What follows belongs to an exercise in optimizing a design on an open flow for a short achievable clock period and few clock cycles per item; a production flow would make more cautious choices.
Function was checked by simulation only, so behaviour that the tests miss may differ from the original.
The clock port is modelled as an ideal driver, which makes a skipped or thinned clock tree look cheaper than it is; a real chip needs a root buffer or a tree.
No activity file was given, so power comes from the tool's default toggle rates.

==> inputs of 06-26 <==
==> flow/design.v <==
`timescale 1ns / 1ps
module process(
    input clk,
    input rst,
    input [23:0] in_pix,
    output reg [5:0] row, col,
    output reg out_we,
    output reg [23:0] out_pix,
    output reg mirror_done,
    output reg gray_done,
    output reg filter_done);
    reg        mm;         
    reg        gm;         
    reg [1:0]  ph;         
    reg        rds;        
    reg        e1, e2;     
    reg [11:0] ptr;        
    reg [23:0] in_q;
    reg [7:0]  s_rg, s_rb, s_gb;    
    reg        c_rg, c_rb, c_gb;    
    wire [7:0] r = in_q[23:16];
    wire [7:0] g = in_q[15:8];
    wire [7:0] b = in_q[7:0];
    wire [8:0] rg = {1'b0, r} + {1'b0, g};
    wire [8:0] rb = {1'b0, r} + {1'b0, b};
    wire [8:0] gb = {1'b0, g} + {1'b0, b};
    wire [7:0] gray = (c_rg ^ c_rb) ? s_gb : (c_rg ^ c_gb) ? s_rg : s_rb;
    always @(posedge clk) begin
        in_q <= in_pix;
        s_rg <= rg[8:1];
        s_rb <= rb[8:1];
        s_gb <= gb[8:1];
        c_rg <= r > g;
        c_rb <= r > b;
        c_gb <= g > b;
        out_pix <= mm ? in_pix : {8'd0, gray, 8'd0};
    end
    wire [11:0] inc = ptr + 12'd1;
    always @(posedge clk) begin
        if (rst) begin
            mm <= 1'b1;
            gm <= 1'b0;
            ph <= 2'd0;
            rds <= 1'b0;
            e1 <= 1'b0;
            e2 <= 1'b0;
            ptr <= 12'd0;
            {row, col} <= 12'd0;
            out_we <= 1'b0;
            mirror_done <= 1'b0;
            gray_done <= 1'b0;
            filter_done <= 1'b0;
        end else if (mm) begin
            case (ph)
                2'd0: begin
                    {row, col} <= {1'b1, ~ptr[10:6], ptr[5:0]};
                    out_we <= 1'b1;
                    ph <= 2'd1;
                end
                2'd1: begin
                    {row, col} <= {1'b0, ptr[10:0]};
                    out_we <= 1'b1;
                    ph <= 2'd2;
                end
                default: begin
                    {row, col} <= inc;
                    ptr <= inc;
                    out_we <= 1'b0;
                    ph <= 2'd0;
                    if (ptr[10:0] == 11'h7FF) begin
                        mm <= 1'b0;
                        gm <= 1'b1;
                        rds <= 1'b1;
                        mirror_done <= 1'b1;
                    end
                end
            endcase
        end else if (gm) begin
            if (e2) begin
                out_we <= 1'b0;
                gm <= 1'b0;
                gray_done <= 1'b1;
                filter_done <= 1'b1;
            end else if (e1) begin
                {row, col} <= ptr;
                out_we <= 1'b1;
                e2 <= 1'b1;
            end else if (rds) begin
                {row, col} <= ptr - 12'd1;
                out_we <= 1'b1;
                rds <= 1'b0;
            end else begin
                out_we <= 1'b0;
                if (ptr == 12'h7FE) begin
                    e1 <= 1'b1;
                end else begin
                    {row, col} <= inc;
                    ptr <= inc;
                    rds <= 1'b1;
                end
            end
        end else begin
            out_we <= 1'b0;
        end
    end
endmodule
==> flow/run.sh <==
#!/bin/bash
# synth_recipe.tcl (not shown) runs the flow's synth.tcl, then flattens the netlist and writes it again
# the make line also repeats each setting of config.mk as NAME=value (left out here)
make -C /OpenROAD-flow-scripts/flow DESIGN_CONFIG=/design/flow/config.mk WORK_HOME=/design/flow/orfs CLKGATE_MAP_FILE= SYNTH_SCRIPT=/design/flow/synth_recipe.tcl finish
==> flow/config.mk <==
export PLATFORM = sky130hd
export DESIGN_NAME = process
export DESIGN_NICKNAME = process
export VERILOG_FILES = /design/flow/design.v
export SDC_FILE = /design/flow/constraint.sdc
export NUM_CORES = 4
export LEC_CHECK = 0
export ABC_CLOCK_PERIOD_IN_PS = 1500
export CAP_MARGIN = 20
export CORE_MARGIN = 2
export CORE_UTILIZATION = 55
export GPL_TIMING_DRIVEN = 1
export PLACE_DENSITY = 0.7
export SETUP_SLACK_MARGIN = 4.6
export SLEW_MARGIN = 20
==> flow/constraint.sdc <==
create_clock -name core_clock -period 6.5 [get_ports {clk}]
set_input_delay 1.3000 -clock core_clock [delete_from_list [all_inputs] [get_ports {clk}]]
set_output_delay 1.3000 -clock core_clock [all_outputs]
set_load 0.01 [all_outputs]
==> 02-04 (differences from 06-26) <==
--- a/flow/design.v
+++ b/flow/design.v
@@ -17,22 +17,17 @@
     reg [11:0] ptr;        
     reg [23:0] in_q;
-    reg [7:0]  s_rg, s_rb, s_gb;    
-    reg        c_rg, c_rb, c_gb;    
+    reg [7:0]  mx, mn;
     wire [7:0] r = in_q[23:16];
     wire [7:0] g = in_q[15:8];
     wire [7:0] b = in_q[7:0];
-    wire [8:0] rg = {1'b0, r} + {1'b0, g};
-    wire [8:0] rb = {1'b0, r} + {1'b0, b};
-    wire [8:0] gb = {1'b0, g} + {1'b0, b};
-    wire [7:0] gray = (c_rg ^ c_rb) ? s_gb : (c_rg ^ c_gb) ? s_rg : s_rb;
+    wire rg = r > g;
+    wire rb = r > b;
+    wire gb = g > b;
+    wire [8:0] sum = {1'b0, mx} + {1'b0, mn};
     always @(posedge clk) begin
         in_q <= in_pix;
-        s_rg <= rg[8:1];
-        s_rb <= rb[8:1];
-        s_gb <= gb[8:1];
-        c_rg <= r > g;
-        c_rb <= r > b;
-        c_gb <= g > b;
-        out_pix <= mm ? in_pix : {8'd0, gray, 8'd0};
+        mx <= rg ? (rb ? r : b) : (gb ? g : b);
+        mn <= rg ? (gb ? b : g) : (rb ? b : r);
+        out_pix <= mm ? in_pix : {8'd0, sum[8:1], 8'd0};
     end
     wire [11:0] inc = ptr + 12'd1;
CORE_UTILIZATION = 40   (was 55)
GPL_TIMING_DRIVEN = not set   (was 1)
PLACE_DENSITY = 0.6   (was 0.7)
SETUP_SLACK_MARGIN = 4.5   (was 4.6)
==> notes <==
- Between 02-04 and 06-26, the lower die area is in 06-26 (gap about 17%, measured against 06-26).
- In 06-26 the cell area is higher than in 02-04, by 5.1%.
- Power: 02-04 is higher than 06-26 (about 8%).
- Of 06-26 and 02-04, 02-04 has the higher first-iteration DRC count (gap 53%, measured against 02-04).
- In 02-04 the sequential cell count is lower than in 06-26, by 11.
- Between 06-26 and 02-04, the lower wire length is in 02-04 (gap 6.5%, measured against 02-04).
- Between 06-26 and 02-04, the lower core utilization is in 02-04 (gap 13 points).
- Between 06-26 and 02-04, the lower worst setup slack is in 06-26 (gap 0.029 ns).
- Clock skew: 02-04 is higher than 06-26 (0.0012 ns).
- Between 02-04 and 06-26, the lower sequential power is in 02-04 (gap 12%, measured against 06-26).
Testbench counts of 06-26, summed over its fixed seeds: cycles 344,064, images 24.
Testbench counts of 02-04, summed over its fixed seeds: cycles 344,064, images 24.

========
==> trial 62 <==
Starts from the design.v that is shown in full above.
clock: 6.5 ns
lec_check: 0
abc_clock_period_in_ps: 1500
cap_margin: 20
core_margin: 2
core_utilization: 55
gpl_timing_driven: 1
place_density: 0.7
setup_slack_margin: 4.6
slew_margin: 20
standard.sh (not shown) runs the stock make flow with config.mk's settings and CLKGATE_MAP_FILE= SYNTH_SCRIPT=/design/flow/synth_recipe.tcl, a recipe that flattens the netlist after the stock synthesis.
==> flow/flow/run.sh <==
#!/bin/bash
# Standard layout, except the clock tree: instead of TritonCTS's H-tree
# (root buffer + leaf buffers, two buffer levels), the clock port drives
# NBUF clkbuf_16 buffers in parallel, each feeding one cluster of flip-flops
# (flow/manual_cts.tcl).  Every flip-flop sees one buffer level.
set -uo pipefail
work=$PWD
# copy of the ORFS scripts with clock_tree_synthesis replaced
rm -rf $work/scripts_cts
cp -r $FLOW_HOME/scripts $work/scripts_cts
python3 - <<PY
p = "$work/scripts_cts/cts.tcl"
s = open(p).read()
old = "log_cmd clock_tree_synthesis {*}\$cts_args"
assert old in s
s = s.replace(old, "source $work/flow/manual_cts.tcl")
open(p, "w").write(s)
PY
export MANUAL_CTS_NBUF=${MANUAL_CTS_NBUF:-4}
bash standard.sh SCRIPTS_DIR=$work/scripts_cts finish > standard.log 2>&1
rc=$?
# keep each tool's logs in this folder
cp -r orfs/logs flow_logs 2>/dev/null
exit $rc
==> flow/flow/manual_cts.tcl <==
# Clock tree: the clock port drives NBUF clkbuf_16 buffers; each drives the
# clock pins of one cluster of flip-flops (k-means on placed locations).
set nbuf $::env(MANUAL_CTS_NBUF)
set block [ord::get_db_block]
set clknet [$block findNet clk]
set master [[ord::get_db] findMaster sky130_fd_sc_hd__clkbuf_16]

set sinks {}
foreach it [$clknet getITerms] {
  set inst [$it getInst]
  set loc [$inst getLocation]
  lappend sinks [list $it [lindex $loc 0] [lindex $loc 1]]
}
set n [llength $sinks]
puts "manual_cts: $n clock sinks, $nbuf buffers"

# initial centres: sinks sorted by x, split evenly
set sorted [lsort -integer -index 1 $sinks]
set cx {}; set cy {}
for {set k 0} {$k < $nbuf} {incr k} {
  set e [lindex $sorted [expr {int(($k + 0.5) * $n / $nbuf)}]]
  lappend cx [lindex $e 1]; lappend cy [lindex $e 2]
}
# k-means, with a soft cap on cluster size
set cap [expr {int(ceil(1.2 * $n / $nbuf))}]
for {set iter 0} {$iter < 30} {incr iter} {
  set assign {}
  set cnt [lrepeat $nbuf 0]
  # assign farthest-first ordering is overkill; greedy by distance with cap
  set pairs {}
  set i 0
  foreach s $sinks {
    for {set k 0} {$k < $nbuf} {incr k} {
      set d [expr {abs([lindex $s 1] - [lindex $cx $k]) + abs([lindex $s 2] - [lindex $cy $k])}]
      lappend pairs [list $d $i $k]
    }
    incr i
  }
  set pairs [lsort -integer -index 0 $pairs]
  set assign [lrepeat $n -1]
  foreach p $pairs {
    lassign $p d i k
    if {[lindex $assign $i] >= 0} continue
    if {[lindex $cnt $k] >= $cap} continue
    lset assign $i $k
    lset cnt $k [expr {[lindex $cnt $k] + 1}]
  }
  set sx [lrepeat $nbuf 0]; set sy [lrepeat $nbuf 0]
  set i 0
  foreach s $sinks {
    set k [lindex $assign $i]
    lset sx $k [expr {[lindex $sx $k] + [lindex $s 1]}]
    lset sy $k [expr {[lindex $sy $k] + [lindex $s 2]}]
    incr i
  }
  for {set k 0} {$k < $nbuf} {incr k} {
    if {[lindex $cnt $k] > 0} {
      lset cx $k [expr {[lindex $sx $k] / [lindex $cnt $k]}]
      lset cy $k [expr {[lindex $sy $k] / [lindex $cnt $k]}]
    }
  }
}
puts "manual_cts: cluster sizes $cnt"

for {set k 0} {$k < $nbuf} {incr k} {
  set bi [odb::dbInst_create $block $master clkbuf_root_$k]
  $bi setLocation [lindex $cx $k] [lindex $cy $k]
  $bi setPlacementStatus PLACED
  set net [odb::dbNet_create $block clknet_root_$k]
  $net setSigType CLOCK
  [$bi findITerm A] connect $clknet
  [$bi findITerm X] connect $net
}
set i 0
foreach s $sinks {
  set it [lindex $s 0]
  set k [lindex $assign $i]
  $it disconnect
  $it connect [$block findNet clknet_root_$k]
  incr i
}
set_propagated_clock [all_clocks]
==> trial 87 (differences from trial 62) <==
--- a/flow/design.v
+++ b/flow/design.v
@@ -17,22 +17,17 @@
     reg [11:0] ptr;        
     reg [23:0] in_q;
-    reg [7:0]  s_rg, s_rb, s_gb;    
-    reg        c_rg, c_rb, c_gb;    
+    reg [7:0]  mx, mn;
     wire [7:0] r = in_q[23:16];
     wire [7:0] g = in_q[15:8];
     wire [7:0] b = in_q[7:0];
-    wire [8:0] rg = {1'b0, r} + {1'b0, g};
-    wire [8:0] rb = {1'b0, r} + {1'b0, b};
-    wire [8:0] gb = {1'b0, g} + {1'b0, b};
-    wire [7:0] gray = (c_rg ^ c_rb) ? s_gb : (c_rg ^ c_gb) ? s_rg : s_rb;
+    wire rg = r > g;
+    wire rb = r > b;
+    wire gb = g > b;
+    wire [8:0] sum = {1'b0, mx} + {1'b0, mn};
     always @(posedge clk) begin
         in_q <= in_pix;
-        s_rg <= rg[8:1];
-        s_rb <= rb[8:1];
-        s_gb <= gb[8:1];
-        c_rg <= r > g;
-        c_rb <= r > b;
-        c_gb <= g > b;
-        out_pix <= mm ? in_pix : {8'd0, gray, 8'd0};
+        mx <= rg ? (rb ? r : b) : (gb ? g : b);
+        mn <= rg ? (gb ? b : g) : (rb ? b : r);
+        out_pix <= mm ? in_pix : {8'd0, sum[8:1], 8'd0};
     end
     wire [11:0] inc = ptr + 12'd1;
==> flow/flow/run.sh (replaced) <==
#!/bin/bash
# Standard layout, with the port buffers inserted as buf_4 instead of the
# smallest buffer.
cp standard.sh standard_copy.log
cp synth_recipe.tcl synth_recipe_copy.log
export BUFFER_PORTS_ARGS="-buffer_cell sky130_fd_sc_hd__buf_4"
bash standard.sh > standard.log 2>&1
--- a/flow/config.mk
+++ b/flow/config.mk
@@ -9,7 +9,6 @@
 export CAP_MARGIN = 20
 export CORE_MARGIN = 2
-export CORE_UTILIZATION = 55
-export GPL_TIMING_DRIVEN = 1
-export PLACE_DENSITY = 0.7
-export SETUP_SLACK_MARGIN = 4.6
+export CORE_UTILIZATION = 40
+export PLACE_DENSITY = 0.6
+export SETUP_SLACK_MARGIN = 4.5
 export SLEW_MARGIN = 20
removed: flow/flow/manual_cts.tcl
==> comparison <==
Trial 62 completed with no timing, DRC or antenna violations. Trial 87 finished clean.
Register-to-register slack: trial 87 is lower than trial 62 (0.21 ns).
Of trial 87 and trial 62, trial 87 has the higher total power (gap about 20%, measured against trial 62).
In trial 87 the clock skew is lower than in trial 62, by 0.018 ns.
Between trial 87 and trial 62, the lower flip-flop and latch count is in trial 87 (gap 11).
Against trial 62, the combinational power of trial 87 is larger by 17%.
==> figures <==
Ratio of cells with drive above 1 in the final layout: trial 87 38.3%; trial 62 23.5%
Setup slack of the most critical reg-to-reg path: trial 87 4.45 ns; trial 62 4.66 ns
WL met1: trial 87 6.01 mm; trial 62 5.42 mm
Maximum cell stage delay along the critical path: trial 87 0.36 ns; trial 62 0.37 ns
Portion of the post-synthesis area used by sequential elements: trial 87 42.4%; trial 62 40.2%
Setup repair bufs after CTS: trial 87 19; trial 62 7
Met2 Usage GRT: trial 87 27.0%; trial 62 40.6%
Top cell type's share of synthesized area: trial 87 42.4%; trial 62 40.2%
Switching fraction of total power: trial 87 25.8%; trial 62 25.5%
Post-DP HPWL: trial 87 7.91 mm; trial 62 9.06 mm
Layer with the highest usage: trial 87 met1; trial 62 met2
Outcome: trial 87 no timing/DRC/antenna violations; trial 62 no timing/DRC/antenna violations
Testbench counts of trial 62, summed over its fixed seeds: cycles 344,064, images 24.
Testbench counts of trial 87, summed over its fixed seeds: cycles 344,064, images 24.
In trial 62 the design's own scripts or RTL, not TritonCTS, make the clock network.

## static timing again, ports no longer ideal
In the flow no input, the clock included, has a driving cell. The finished layouts below were timed again as built, in two steps.
Step 1 (the two cells are an assumption about what drives the block):
set clk [get_ports {clk}]
set_driving_cell -lib_cell sky130_fd_sc_hd__clkbuf_16 $clk
set_driving_cell -lib_cell sky130_fd_sc_hd__buf_2 [delete_from_list [all_inputs] $clk]
Step 2 also shifts input and output timing later by t, the mid clock arrival at the registers, as if the neighbouring blocks saw the same clock.
Slacks: ideal / step 1 / step 2; pairs: ideal / step 1.
| run | t, ns | setup slack, ns | worst setup path at the end | slew at the worst register clock pin (ns) | pins driven straight from the clock port |
|---|---|---|---|---|---|
| 06-26 | 0.395 | 4.360 / 4.327 / 4.294 | input to register | 0.10 / 0.10 | 1 |
| 02-04 | 0.375 | 4.388 / 4.349 / 4.330 | input to register | 0.07 / 0.07 | 1 |
| trial 62 | 0.244 | 4.571 / 4.487 / 4.418 | input to register | 0.12 / 0.12 | 4 |
| trial 87 | 0.381 | 4.379 / 4.341 / 4.265 | input to register | 0.07 / 0.07 | 1 |
After both steps setup and hold are still met in every run listed. For trial 62, which loses most, drivers alone change the setup slack by -0.084 ns; drivers and shift together by -0.153 ns.
